Context: an optimization exercise on an open-source flow, tuned for small area, a short achievable clock period and few clock cycles. The choices shown serve that exercise and are no tape-out recipe. In this exercise RTL edits were held to simulation tests only and were not proved equivalent to the original.

## job 837
Design Dual_mode_neuron, start of the top module:
module Dual_mode_neuron (
    input wire clk,
    input wire rstn,
    input wire mode,     
    input wire signed [26 : 0] i_in,    
    output wire signed [26 : 0] v,
    output reg signed [26:0] h_0,
    output reg done
);
Size: roughly 1,200 flip-flops, roughly 85 I/O pins.
clock: 11.0 ns
lec_check: 0
abc_area: 1
cap_margin: 30
core_margin: 2
core_utilization: 40
place_density: 0.55
setup_slack_margin: 4
slew_margin: 30
run.sh (not shown) runs the stock make flow with config.mk's settings and CLKGATE_MAP_FILE= SYNTH_SCRIPT=/design/flow/synth_recipe.tcl, a recipe that flattens the netlist after the stock synthesis.
Testbench counts of job 837, summed over its fixed seeds: cycles 489,012.
> inputs changed (job 837 -> job 447)
# job 837
export LEC_CHECK = 0
export ABC_AREA = 1
export CAP_MARGIN = 30
export CORE_MARGIN = 2
export CORE_UTILIZATION = 40
export PLACE_DENSITY = 0.55
export SETUP_SLACK_MARGIN = 4
export SLEW_MARGIN = 30
create_clock -name core_clock -period 11.0 [get_ports {clk}]
# job 447
export LEC_CHECK = 0
export ABC_AREA = 1
export CAP_MARGIN = 30
export CORE_MARGIN = 2
export CORE_UTILIZATION = 40
export PLACE_DENSITY = 0.75
export SETUP_SLACK_MARGIN = 5
export SLEW_MARGIN = 30
create_clock -name core_clock -period 11.0 [get_ports {clk}]
==> comparison <==
Final area was higher in job 447 than in job 837. Route | job 447 vs job 837 | wire longer in job 447. Global-route wire length before repair, job 447 vs job 837: up slightly.
Changes in job 7047 relative to job 447:
# job 447
export LEC_CHECK = 0
export ABC_AREA = 1
export CAP_MARGIN = 30
export CORE_MARGIN = 2
export CORE_UTILIZATION = 40
export PLACE_DENSITY = 0.75
export SETUP_SLACK_MARGIN = 5
export SLEW_MARGIN = 30
create_clock -name core_clock -period 11.0 [get_ports {clk}]
# job 7047
export LEC_CHECK = 0
export ABC_AREA = 1
export CAP_MARGIN = 30
export CORE_MARGIN = 2
export CORE_UTILIZATION = 47
export PLACE_DENSITY = 0.75
export SETUP_SLACK_MARGIN = 4
export SLEW_MARGIN = 30
create_clock -name core_clock -period 11.0 [get_ports {clk}]
Notes after the runs:
Job 7047 against job 447: cell total after placement now smaller, worst-case setup margin in the final layout down 0.18 ns.
Looking at core utilization across job 447 and job 7047, the one that comes out higher is job 7047.
Job 447 has a higher routed wire length than job 7047.
Multi-input gate area in the final layout, job 447 and job 7047, lower one = job 7047.
--- input diff job 7047..job 9933 ---
# job 7047
export LEC_CHECK = 0
export ABC_AREA = 1
export CAP_MARGIN = 30
export CORE_MARGIN = 2
export CORE_UTILIZATION = 47
export PLACE_DENSITY = 0.75
export SETUP_SLACK_MARGIN = 4
export SLEW_MARGIN = 30
create_clock -name core_clock -period 11.0 [get_ports {clk}]
# job 9933
export LEC_CHECK = 0
export CAP_MARGIN = 30
export CORE_MARGIN = 2
export CORE_UTILIZATION = 40
export PLACE_DENSITY = 0.75
export SETUP_SLACK_MARGIN = 3.5
export SLEW_MARGIN = 30
create_clock -name core_clock -period 11.0 [get_ports {clk}]
Results
Compared with job 7047, in job 9933 via count fell about 10%.
On job 9933: clock period minus worst slack is 0.56 ns higher than what job 7047 gave.
Job 7047 has lower signal arrival time at the worst endpoint than job 9933.
Job 9933 | stages: all done | timing, DRC, antenna: all pass
The worst setup path startpoint comes out sX[22]$_DFF_PN0_ in one run and sH[7]$_DFF_PN0_ in the other, namely in job 7047 and job 9933 respectively.
Job 7047 → job 9933: initial standard-cell utilization of the core decreased by 7.1 points relative to the old numbers, synthesized cell count decreased by 2,626 relative to the old numbers, worst setup margin decreased by 0.56 ns relative to the old numbers, final cell count decreased by 13% relative to the old numbers.
Input changes introduced in job 7882 (baseline for comparison: job 9933):
# job 9933
export LEC_CHECK = 0
export CAP_MARGIN = 30
export CORE_MARGIN = 2
export CORE_UTILIZATION = 40
export PLACE_DENSITY = 0.75
export SETUP_SLACK_MARGIN = 3.5
export SLEW_MARGIN = 30
create_clock -name core_clock -period 11.0 [get_ports {clk}]
# job 7882
export LEC_CHECK = 0
export ABC_AREA = 1
export CAP_MARGIN = 30
export CORE_MARGIN = 2
export CORE_UTILIZATION = 40
export PLACE_DENSITY = 0.75
export SETUP_SLACK_MARGIN = 4
export SLEW_MARGIN = 30
export TNS_END_PERCENT = 30
create_clock -name core_clock -period 11.0 [get_ports {clk}]
Findings:
- From job 9933 to job 7882 the numbers moved as follows: number of flops mapped to enable cells by yosys held, synthesized cell count +21%, highest clock rate higher, hold slack rose by 0.011 ns.
- Between job 9933 and job 7882, wire length is higher for job 7882, job 9933 comes in under that.
- Synthesized-area fraction occupied by adder cells on job 7882 is down relative to job 9933.
- Lower post-route minimum period goes to job 7882 over job 9933.
- Max global-route wire length before repair across job 9933 and job 7882: job 7882
- Job 7882 vs job 9933, path type of the worst setup path: primary input to flip-flop vs flip-flop to flip-flop
- Startpoint of the worst setup timing path: mode -> job 7882, sH[7]$_DFF_PN0_ -> job 9933

========
run A:
Starting RTL as in the previous note.
Settings: LEC_CHECK=0, ABC_AREA=1, CAP_MARGIN=30, CORE_MARGIN=2, CORE_UTILIZATION=40, PLACE_DENSITY=0.65, SETUP_SLACK_MARGIN=3.5, SLEW_MARGIN=30; clock period 11.0 ns.
Testbench counts of run A, summed over its fixed seeds: cycles 489,012.
The following lists how run B was set up differently from run A:
- changing PLACE_DENSITY from 0.65 to 0.55
- changing SETUP_SLACK_MARGIN from 3.5 to 3.75
Initial antenna violation count sits lower in run B than in run A. Going from run A to run B, sum of met3 wire segment lengths after detailed routing shrinks by about 7%. Run B vs. run A: count of vias placed by the detailed router saw a decrease, fraction of area in non-clock buffers saw an increase. Run B vs run A: relative area change from synthesis to final layout up in run B. Global-route met3 utilization ends up higher on run A. Lower number of search-and-repair iterations in the first detailed-routing pass goes to run B over run A.
## Diff of input files: run C against run B
- swapping 0.55 for 0.45 in PLACE_DENSITY
- swapping 3.75 for 4 in SETUP_SLACK_MARGIN
## What came out
Per the final summary, run C finished and its layout is clean on timing, DRC and antenna. nor3_1 as the slowest cell on the critical path was reported by run B, and dfrtp_1 by run C. Taking run B as the reference, in run C diode insertion count for antenna repair grew by 11%; biggest cell delay along the critical path has increased. Run B → run C: wire length grew by 4.6%, number of buffers inserted during clock tree synthesis now larger. Run B vs run C, type of the setup path with the least slack: in2reg vs reg2reg.
The following lists how run D was set up differently from run C:
- PLACE_DENSITY now 0.65, was 0.45
- When run D is set beside run C, its count of cells resized by post-cts repair turns out to be 128 smaller.
- The standard cells in run D occupy less silicon area than those in run C do.
- Buffers inserted during post-CTS setup optimization: run D vs run C down 46
- Looking at initial antenna violation count, run D sits 15% above run C.
- The synthesis-to-layout area growth reported for run D is smaller than that of run C by 0.85 points.

========
== exp/garnet ==
Dual_mode_neuron again, from the RTL that the note above started with.
==> flow/design.v (excerpt) <==
module Dual_mode_neuron (
    input wire clk,
    input wire rstn,
    input wire mode,     
    input wire signed [26 : 0] i_in,    
    output wire signed [26 : 0] v,
    output reg signed [26:0] h_0,
    output reg done
);
function [26:0] ext;     
    input [22:0] c;
    ext = {{2{c[22]}}, c[21:0], {3{c[22]}}};
endfunction
reg  signed [26:0] Vm, m_0, n_0;      
reg  signed [26:0] ACC;              
reg         [20:0] TAH;              
reg                aflag;            
reg                pflag;            
reg                vflag;            
reg                bflag;            
reg  signed [26:0] ma, mb;
reg         [2:0]  mtag;             
reg         [44:0] pr0, pr1, pr2;
reg                psg;
reg                t1, t2, t4, t5;   
reg  signed [26:0] MO_X, MO_M, MO_N, MO_H;
reg                mvM, mvN, mvH;
wire [44:0] pr0_n, pr1_n, pr2_n;
mul27_cs3 mul (.a(ma), .b(mb), .r0(pr0_n), .e1r(pr1_n), .e2r(pr2_n));
wire [44:0] psum = pr0 + pr1 + pr2;
wire signed [26:0] mres = {psg, psum[44:19]};
always @(posedge clk) begin
    pr0 <= pr0_n;
    pr1 <= pr1_n;
    pr2 <= pr2_n;
    psg <= (ma != 27'sd0) & (mb != 27'sd0) & (ma[26] ^ mb[26]);
    if (t1) MO_X <= mres;
    if (t2) MO_M <= mres;
    if (t4) MO_N <= mres;
    if (t5) MO_H <= mres;
  ...
make LEC_CHECK=0 ABC_AREA=1 CAP_MARGIN=30 CORE_MARGIN=2 CORE_UTILIZATION=40 PLACE_DENSITY=0.65 SETUP_SLACK_MARGIN=4.25 SLEW_MARGIN=30 finish   # period 11.0 ns
Testbench counts of exp/garnet, summed over its fixed seeds: cycles 489,012.
#### Input delta (exp/umber over exp/garnet)
Settings: a change of SETUP_SLACK_MARGIN from 4.25 to 4; a change of PLACE_DENSITY from 0.65 to 0.75.
### Flow results
- exp/umber — maximum fanout along the worst path 12 higher, exp/garnet as reference
- The run showing the smaller met2 track demand over resource is exp/umber.
- [exp/umber] number of global-route vias before repair fell 482 relative to exp/garnet
- Wire length | exp/umber below exp/garnet
- The first element of the critical path comes out sH[5] in one run and uexp.isg in the other, namely in exp/umber and exp/garnet respectively.
- On final-layout clock buffer total: exp/umber sits below exp/garnet.
- exp/umber vs. exp/garnet: count of endpoints failing setup in the final report comparable; number of non-clock buffers fell by 94; time the worst path needs with I/O delays and setup dropped 41 ps.
- Relative slew slack ends up lower on exp/garnet.

re-timing with driven ports:
The results above use ideal ports. As a check the final layouts listed here were re-extracted and re-timed, cells and wires unchanged. Step 1, drivers: a clkbuf_16 drives clk and a buf_2 each remaining input, both assumed. Step 2 times the ports against the registers' clock, not the clock port: input delays grow and output delays shrink by t, the midpoint of the rising clock arrivals with the driver on. a / b / c = ideal / step 1 / step 2; a / b = the first two.
run | t, ns | slack for setup (ns) | worst hold slack (ns) | latest minus earliest clock arrival (ns) | cell pins on the clock port's net
job 837 | 0.962 | 4.009 / 4.023 / 3.111 | 0.431 / 0.431 / 0.431 | 0.091 / 0.091 | 1
job 447 | 0.977 | 4.084 / 4.084 / 3.650 | 0.418 / 0.418 / 0.418 | 0.079 / 0.079 | 1
job 7047 | 0.958 | 3.901 / 3.901 / 3.062 | 0.419 / 0.419 / 0.419 | 0.035 / 0.035 | 1
job 9933 | 0.960 | 3.337 / 3.337 / 2.590 | 0.429 / 0.429 / 0.429 | 0.088 / 0.089 | 1
job 7882 | 0.963 | 3.848 / 3.859 / 2.950 | 0.440 / 0.440 / 0.440 | 0.070 / 0.070 | 1
run A | 0.966 | 3.518 / 3.523 / 2.618 | 0.421 / 0.421 / 0.421 | 0.067 / 0.067 | 1
run B | 0.971 | 3.711 / 3.742 / 2.829 | 0.426 / 0.426 / 0.426 | 0.078 / 0.078 | 1
run C | 0.988 | 3.900 / 3.900 / 3.053 | 0.433 / 0.433 / 0.433 | 0.148 / 0.147 | 1
run D | 0.957 | 4.013 / 4.037 / 3.132 | 0.412 / 0.412 / 0.412 | 0.077 / 0.077 | 1
exp/garnet | 0.957 | 3.860 / 3.860 / 3.274 | 0.437 / 0.437 / 0.437 | 0.074 / 0.074 | 1
exp/umber | 0.972 | 3.902 / 3.902 / 3.006 | 0.444 / 0.444 / 0.444 | 0.065 / 0.065 | 1
After both steps every run listed still meets setup and hold. For run A, which loses most, drivers alone change the setup slack by +0.005 ns; drivers and shift together by -0.900 ns.
